Context: an optimization exercise on an open-source flow, tuned for small area. The choices shown serve that exercise and are no tape-out recipe.
Function was checked by simulation only, so behaviour that the tests miss may differ from the original.
The flow treats the clock pin as an ideal source, which a real chip does not have.
Power and IR drop assume default switching activity.

==> inputs of 05-26 <==
==> flow/design.v <==
module ASP #(parameter data_size = 32, parameter tag_size = 8, parameter mem_depth = 256) (
    input clk,
    input reset,
    input data_parity_ready_in,
    input[(data_size):0] data_parity_in,
    input network_data_ready_in,
    input network_ACK_in,
    input[(data_size+tag_size-1):0] network_data_tag_in,
    output parity_error_out,
    output host_data_ready_out,
    output[(data_size-1):0] host_data_out,
    output network_data_ready_out,
    output network_ACK_out,
    output[(data_size+tag_size-1):0] network_data_tag_out
);
    function [7:0] tag;
        input [31:0] d;
        reg [7:0] b0, b1, b2, b3;
        begin
            b0 = ~d[7:0];
            b1 = d[15:8];
            b2 = ~d[23:16];
            b3 = ~d[31:24];
            tag = {b0[2:0], b0[7:3]} ^ {b1[2:0], b1[7:3]} ^ {b2[5:0], b2[7:6]} ^ {b3[0], b3[7:1]};
        end
    endfunction
    wire e_in = ^data_parity_in;
    wire m_in = (network_data_tag_in[7:0] == tag(network_data_tag_in[39:8]));
    wire a_in = network_data_ready_in & ~network_ACK_in & m_in;
    wire t_in = ~network_data_ready_in & data_parity_ready_in & ~e_in;
    reg [31:0] h1, n1, x2, x3, y2, y3;
    reg e1, e2, e3, a1, a2, a3, t1, xn1;
    always @(posedge clk) begin
        h1 <= data_parity_in[32:1];
        n1 <= network_data_tag_in[39:8];
        x2[31:1] <= ({31{e1}} & h1[31:1]) | ({31{xn1}} & n1[31:1]);
        y2 <= ({32{a1}} & n1) | ({32{t1}} & h1);
        x3[31:1] <= x2[31:1];
        y3 <= y2;
        if (reset) begin
            {e1, a1, t1, xn1} <= 4'b0000;
            {e2, a2, x2[0]} <= 3'b000;
            {e3, a3, x3[0]} <= 3'b000;
        end else begin
            {e1, a1, t1, xn1} <= {e_in, a_in, t_in, a_in & ~e_in};
            {e2, a2, x2[0]} <= {e1, a1, (e1 & h1[0]) | (xn1 & n1[0]) | t1};
            {e3, a3, x3[0]} <= {e2, a2, x2[0]};
        end
    end
    wire t3 = ~e3 & ~a3 & x3[0];
    assign parity_error_out       = ~reset & e3;
    assign host_data_ready_out    = ~reset & (e3 | a3);
    assign network_data_ready_out = ~reset & (t3 | a3);
    assign network_ACK_out        = ~reset & a3;
    assign host_data_out          = x3;
    assign network_data_tag_out   = {y3, tag(y3)};
endmodule
==> flow/flow/run.sh <==
#!/bin/bash
# The standard layout, with these changes:
#  - the combinational logic of the standard synthesis is mapped again by ABC for area
#    (flow/area.script); the flip-flops keep their cells and names;
#  - the port buffers are inserted as the smallest buffer cell;
#  - the buffers that synthesis put on high-fanout nets are removed before placement
#    (REMOVE_ABC_BUFFERS);
#  - the clock tree is built from clkbuf_4 cells without dummy loads, and flow/post_cts.tcl
#    gives any leaf buffer with too many flip-flops for the clock-pin slew limit the
#    stronger buf_6 cell.
set -euo pipefail
export BUFFER_PORTS_ARGS="-buffer_cell sky130_fd_sc_hd__buf_1"
export REMOVE_ABC_BUFFERS=1
export CTS_ARGS="-sink_clustering_enable -repair_clock_nets -dont_use_dummy_load -buf_list sky130_fd_sc_hd__clkbuf_4 -sink_clustering_size 12 -sink_clustering_max_diameter 40"
export POST_CTS_TCL="$PWD/flow/post_cts.tcl"
R=orfs/results/$FLOW_PLATFORM/ASP/base
LIB=$FLOW_HOME/platforms/$FLOW_PLATFORM/lib/sky130_fd_sc_hd__tt_025C_1v80.lib

bash standard.sh synth > standard_synth.log 2>&1

python3 flow/comblib.py $LIB comb.lib > comblib.log 2>&1
DU=$(sed -n '/DONT_USE_CELLS/,/^#/p' $FLOW_HOME/platforms/$FLOW_PLATFORM/config.mk | grep -o 'sky130_fd_sc_hd__[A-Za-z0-9_]*' | sed 's/^/-dont_use /' | tr '\n' ' ')
cp $R/1_2_yosys.v standard_1_2_yosys.v
cat > resynth.ys <<EOY
read_liberty -ignore_miss_func comb.lib
read_liberty -lib -nooverwrite $LIB
read_verilog standard_1_2_yosys.v
hierarchy -top $FLOW_TOP
flatten
rename -hide w:*.*
opt_clean
abc -liberty $LIB $DU -script flow/area.script
read_liberty -lib -overwrite $LIB
hierarchy -top $FLOW_TOP
splitnets
opt_clean -purge
hilomap -singleton -hicell sky130_fd_sc_hd__conb_1 HI -locell sky130_fd_sc_hd__conb_1 LO
insbuf -buf sky130_fd_sc_hd__buf_4 A X
check -assert -mapped
stat -liberty $LIB
write_verilog -noattr -nohex -nodec resynth.v
EOY
yosys -s resynth.ys > resynth.log 2>&1
cp resynth.v $R/1_2_yosys.v

bash standard.sh > standard.log 2>&1
==> flow/flow/area.script <==
strash
&get -n
&st
&dch
&nf -R 1000
&put
==> flow/flow/comblib.py <==
# Writes comb.lib: the platform's liberty file with only its combinational cells, so that
# Yosys can read their functions while the flip-flop cells stay black boxes.
import re, sys
src, dst = sys.argv[1], sys.argv[2]
t = open(src).read()
m = re.search(r'\n\s*cell\s*\(', t)
head, pos, keep = t[:m.start()], m.start(), []
while True:
    m = re.search(r'\n\s*cell\s*\(', t[pos:])
    if not m:
        break
    s = pos + m.start()
    k, d = t.index('{', s), 0
    while True:
        if t[k] == '{':
            d += 1
        elif t[k] == '}':
            d -= 1
            if d == 0:
                break
        k += 1
    cell = t[s:k + 1]
    if not re.search(r'\b(ff|latch|statetable)\s*\(', cell):
        keep.append(cell)
    pos = k + 1
open(dst, 'w').write(head + ''.join(keep) + t[pos:])
==> flow/flow/post_cts.tcl <==
set block [ord::get_db_block]
set big [[ord::get_db] findMaster sky130_fd_sc_hd__buf_6]
set upsized 0
foreach inst [$block getInsts] {
  if { [[$inst getMaster] getName] ne "sky130_fd_sc_hd__clkbuf_4" } {
    continue
  }
  set net [[$inst findITerm X] getNet]
  if { $net eq "NULL" } {
    continue
  }
  set loads [expr { [llength [$net getITerms]] - 1 }]
  if { $loads > 12 } {
    $inst swapMaster $big
    incr upsized
  }
}
puts "post_cts: upsized $upsized clock buffers to buf_6"
if { $upsized > 0 } {
  detailed_placement
  check_placement -verbose
}
==> flow/standard.sh <==
#!/bin/bash
# synth_recipe.tcl (not shown) runs the flow's synth.tcl, then flattens the netlist and writes it again
# the make line also repeats each setting of config.mk as NAME=value (left out here)
make -C /OpenROAD-flow-scripts/flow DESIGN_CONFIG=/design/flow/config.mk WORK_HOME=/design/flow/orfs CLKGATE_MAP_FILE= SYNTH_SCRIPT=/design/flow/synth_recipe.tcl "${@:-finish}"
==> flow/config.mk <==
export PLATFORM = sky130hd
export DESIGN_NAME = ASP
export DESIGN_NICKNAME = ASP
export VERILOG_FILES = /design/flow/design.v
export SDC_FILE = /design/flow/constraint.sdc
export NUM_CORES = 4
export LEC_CHECK = 0
export CAP_MARGIN = 20
export CORE_MARGIN = 2
export CORE_UTILIZATION = 70
export GPL_TIMING_DRIVEN = 0
export SLEW_MARGIN = 20
==> flow/constraint.sdc <==
create_clock -name core_clock -period 5.0 [get_ports {clk}]
set_input_delay 1.0000 -clock core_clock [delete_from_list [all_inputs] [get_ports {clk}]]
set_output_delay 1.0000 -clock core_clock [all_outputs]
set_load 0.01 [all_outputs]
==> inputs of 01-28, as changes to 05-26 <==
==> flow/design.v, changed modules only <==
module ASP #(parameter data_size = 32, parameter tag_size = 8, parameter mem_depth = 256) (
    input clk,
    input reset,
    input data_parity_ready_in,
    input[(data_size):0] data_parity_in,
    input network_data_ready_in,
    input network_ACK_in,
    input[(data_size+tag_size-1):0] network_data_tag_in,
    output parity_error_out,
    output host_data_ready_out,
    output[(data_size-1):0] host_data_out,
    output network_data_ready_out,
    output network_ACK_out,
    output[(data_size+tag_size-1):0] network_data_tag_out
);
    function [7:0] tag;
        input [31:0] d;
        reg [7:0] b0, b1, b2, b3;
        begin
            b0 = ~d[7:0];
            b1 = d[15:8];
            b2 = ~d[23:16];
            b3 = ~d[31:24];
            tag = {b0[2:0], b0[7:3]} ^ {b1[2:0], b1[7:3]} ^ {b2[5:0], b2[7:6]} ^ {b3[0], b3[7:1]};
        end
    endfunction
    wire [31:0] h = data_parity_in[32:1];
    wire [31:0] n = network_data_tag_in[39:8];
    wire e_in = ^data_parity_in;
    wire m_in = (tag(n) == network_data_tag_in[7:0]);
    wire a_in = network_data_ready_in & ~network_ACK_in & m_in;
    wire t_in = ~network_data_ready_in & data_parity_ready_in & ~e_in;
    reg [31:0] x1, x2, x3, y1, y2, y3;
    reg e1, e2, e3, a1, a2, a3, t1, t2, t3;
    always @(posedge clk) begin
        x1 <= e_in ? h : n;
        y1 <= network_data_ready_in ? n : h;
        x2 <= x1;
        y2 <= y1;
        x3 <= x2;
        y3 <= y2;
        if (reset) begin
            {e1, a1, t1} <= 3'b000;
            {e2, a2, t2} <= 3'b000;
            {e3, a3, t3} <= 3'b000;
        end else begin
            {e1, a1, t1} <= {e_in, a_in, t_in};
            {e2, a2, t2} <= {e1, a1, t1};
            {e3, a3, t3} <= {e2, a2, t2};
        end
    end
    assign parity_error_out       = ~reset & e3;
    assign host_data_ready_out    = ~reset & (e3 | a3);
    assign network_data_ready_out = ~reset & (t3 | a3);
    assign network_ACK_out        = ~reset & a3;
    assign host_data_out          = x3;
    assign network_data_tag_out   = {y3, tag(y3)};
endmodule
==> flow/flow/run.sh (replaced) <==
#!/bin/bash
set -euo pipefail
export BUFFER_PORTS_ARGS="-buffer_cell sky130_fd_sc_hd__buf_1"
bash standard.sh > standard.log 2>&1
- CORE_UTILIZATION: 70 -> 40
- GPL_TIMING_DRIVEN: 0 -> not set
removed: flow/flow/area.script
removed: flow/flow/comblib.py
removed: flow/flow/post_cts.tcl
==> inputs of 03-03, as changes to 05-26 <==
==> flow/design.v, changed modules only <==
module ASP #(parameter data_size = 32, parameter tag_size = 8, parameter mem_depth = 256) (
    input clk,
    input reset,
    input data_parity_ready_in,
    input[(data_size):0] data_parity_in,
    input network_data_ready_in,
    input network_ACK_in,
    input[(data_size+tag_size-1):0] network_data_tag_in,
    output parity_error_out,
    output host_data_ready_out,
    output[(data_size-1):0] host_data_out,
    output network_data_ready_out,
    output network_ACK_out,
    output[(data_size+tag_size-1):0] network_data_tag_out
);
    function [7:0] tag;
        input [31:0] d;
        reg [7:0] b0, b1, b2, b3;
        begin
            b0 = ~d[7:0];
            b1 = d[15:8];
            b2 = ~d[23:16];
            b3 = ~d[31:24];
            tag = {b0[2:0], b0[7:3]} ^ {b1[2:0], b1[7:3]} ^ {b2[5:0], b2[7:6]} ^ {b3[0], b3[7:1]};
        end
    endfunction
    wire e_in = ^data_parity_in;
    wire m_in = (network_data_tag_in[7:0] == tag(network_data_tag_in[39:8]));
    wire a_in = network_data_ready_in & ~network_ACK_in & m_in;
    wire t_in = ~network_data_ready_in & data_parity_ready_in & ~e_in;
    reg [31:0] h1, n1, x2, x3, y2, y3;
    reg e1, e2, e3, a1, a2, a3, t1, t2, t3;
    always @(posedge clk) begin
        h1 <= data_parity_in[32:1];
        n1 <= network_data_tag_in[39:8];
        x2 <= ({32{e1}} & h1) | ({32{a1 & ~e1}} & n1);
        y2 <= ({32{a1}} & n1) | ({32{t1}} & h1);
        x3 <= x2;
        y3 <= y2;
        if (reset) begin
            {e1, a1, t1} <= 3'b000;
            {e2, a2, t2} <= 3'b000;
            {e3, a3, t3} <= 3'b000;
        end else begin
            {e1, a1, t1} <= {e_in, a_in, t_in};
            {e2, a2, t2} <= {e1, a1, t1};
            {e3, a3, t3} <= {e2, a2, t2};
        end
    end
    assign parity_error_out       = ~reset & e3;
    assign host_data_ready_out    = ~reset & (e3 | a3);
    assign network_data_ready_out = ~reset & (t3 | a3);
    assign network_ACK_out        = ~reset & a3;
    assign host_data_out          = x3;
    assign network_data_tag_out   = {y3, tag(y3)};
endmodule
--- a/flow/flow/run.sh
+++ b/flow/flow/run.sh
@@ -1,18 +1,12 @@
 #!/bin/bash
-# The standard layout, with these changes:
+# The standard layout, with three changes:
 #  - the combinational logic of the standard synthesis is mapped again by ABC for area
-#    (flow/area.script); the flip-flops keep their cells and names;
+#    (flip-flops untouched: same cells, same names);
 #  - the port buffers are inserted as the smallest buffer cell;
-#  - the buffers that synthesis put on high-fanout nets are removed before placement
-#    (REMOVE_ABC_BUFFERS);
-#  - the clock tree is built from clkbuf_4 cells without dummy loads, and flow/post_cts.tcl
-#    gives any leaf buffer with too many flip-flops for the clock-pin slew limit the
-#    stronger buf_6 cell.
+#  - the clock tree uses small clustered buffers and no dummy loads.
 set -euo pipefail
 export BUFFER_PORTS_ARGS="-buffer_cell sky130_fd_sc_hd__buf_1"
-export REMOVE_ABC_BUFFERS=1
-export CTS_ARGS="-sink_clustering_enable -repair_clock_nets -dont_use_dummy_load -buf_list sky130_fd_sc_hd__clkbuf_4 -sink_clustering_size 12 -sink_clustering_max_diameter 40"
-export POST_CTS_TCL="$PWD/flow/post_cts.tcl"
+export CTS_ARGS="-sink_clustering_enable -repair_clock_nets -dont_use_dummy_load -buf_list sky130_fd_sc_hd__clkbuf_16 -sink_clustering_size 45 -sink_clustering_max_diameter 60"
 R=orfs/results/$FLOW_PLATFORM/ASP/base
 LIB=$FLOW_HOME/platforms/$FLOW_PLATFORM/lib/sky130_fd_sc_hd__tt_025C_1v80.lib
 
==> flow/flow/area.script (replaced) <==
strash
dch
amap
strash
dch
amap
topo
- GPL_TIMING_DRIVEN: 0 -> not set
removed: flow/flow/post_cts.tcl
==> run summary <==
- 05-26 went through all stages and came out clean. 01-28 finished with timing, DRC and antenna clean. 03-03 passed the timing, DRC and antenna checks.
- In 03-03 the non-clock buffer count is higher than in 05-26, by 2.
- Register-to-register slack, highest first: 01-28, 05-26, 03-03.
- Of 01-28 and 03-03, 03-03 has the higher maximum frequency (gap about 8%, measured against 03-03).
- The highest clock power belongs to 01-28, the lowest to 05-26.
- The lowest power belongs to 03-03, the highest to 01-28.
- Against 01-28, the critical path depth of 03-03 is lower by 3.
- Die area: 01-28 > 03-03 > 05-26.
- Against 01-28, the count of clock-buffer cells in the layout of 03-03 is lower by 20.
- Final cell count, highest first: 03-03, 01-28, 05-26.
- The highest synthesized cell count belongs to 03-03, the lowest to 05-26.
==> figures <==
Result of the run: 01-28 timing/DRC/antenna clean; 05-26 timing/DRC/antenna clean; 03-03 timing/DRC/antenna clean
Area of placed instances: 01-28 6440 µm²; 05-26 6140 µm²; 03-03 6210 µm²
Hold WS: 01-28 0.314 ns; 05-26 0.264 ns; 03-03 0.286 ns
Number of vias in the routed layout: 01-28 3134; 05-26 3324; 03-03 4059
Total of fill cells in the finished design: 01-28 1276; 05-26 455; 03-03 448
Cell chosen for the clock root: 01-28 clkbuf_16; 05-26 -; 03-03 clkbuf_16
P_int: 01-28 3.54 mW; 05-26 2.24 mW; 03-03 2.23 mW
Die footprint: 01-28 15200 µm²; 05-26 8490 µm²; 03-03 8580 µm²
Via-per-instance ratio: 01-28 4.22; 05-26 5.15; 03-03 5.20
End point of the most critical hold path: 01-28 x2[28]$_DFF_P_; 05-26 y3[6]$_DFF_P_; 03-03 y3[17]$_DFF_P_
Layout-to-synthesis area ratio: 01-28 1.251x; 05-26 1.159x; 03-03 1.181x
Routed met1 length: 01-28 4670 µm; 05-26 4070 µm; 03-03 4590 µm
Met1 Resource Use GR: 01-28 17.4%; 05-26 27.6%; 03-03 30.5%
Post-placement setup slack: 01-28 1.36 ns; 05-26 2.08 ns; 03-03 2.11 ns
Critical Path Max Stage Delay: 01-28 0.90 ns; 05-26 0.39 ns; 03-03 0.34 ns
Post-synthesis instance area: 01-28 5700 µm²; 05-26 5440 µm²; 03-03 5500 µm²
Relative area of clock buffers and inverters in the final design: 01-28 9.60%; 05-26 2.50%; 03-03 4.24%
Register share of total power: 01-28 46.7%; 05-26 64.1%; 03-03 60.5%
Fraction of standard cell area in multi-input logic: 01-28 22.7%; 05-26 22.7%; 03-03 20.7%
Relative contribution of combinational cells to total power: 01-28 22.0%; 05-26 15.1%; 03-03 10.7%
Die Ht: 01-28 123 µm; 05-26 92.1 µm; 03-03 92.6 µm
Non-Filler Instances: 01-28 742; 05-26 645; 03-03 781

separate check: timing with driven ports:
No port has a modelled driver above. Below, the same layouts with a new extraction and two added sets of constraints. Step 1: set_driving_cell puts a clkbuf_16 on clk and a buf_2 on each other input, an assumption about the parent block. Step 2 adds t to the input delays and takes it off the output delays; t is the mean of the earliest and latest rising clock arrival at the registers after step 1. Input paths then give back, and output paths get back, about the clock's delay inside the block. Slacks: no drivers / after step 1 / after step 2; pairs: no drivers / after step 1.
run	t (ns)	setup slack, ns	worst hold slack (ns)	worst setup path at the end	worst register clock-pin slew, ns
05-26	0.426	2.077 / 2.039 / 2.039	0.264 / 0.264 / 0.264	input to output	0.11 / 0.11
01-28	0.504	1.949 / 1.965 / 1.461	0.314 / 0.314 / 0.314	input to register	0.06 / 0.06
03-03	0.481	2.186 / 2.164 / 2.064	0.286 / 0.286 / 0.286	input to register	0.12 / 0.12
After both steps every run listed still meets setup and hold. The setup slack of 01-28, which loses most, moves by +0.016 ns with the drivers and by -0.488 ns with both steps.
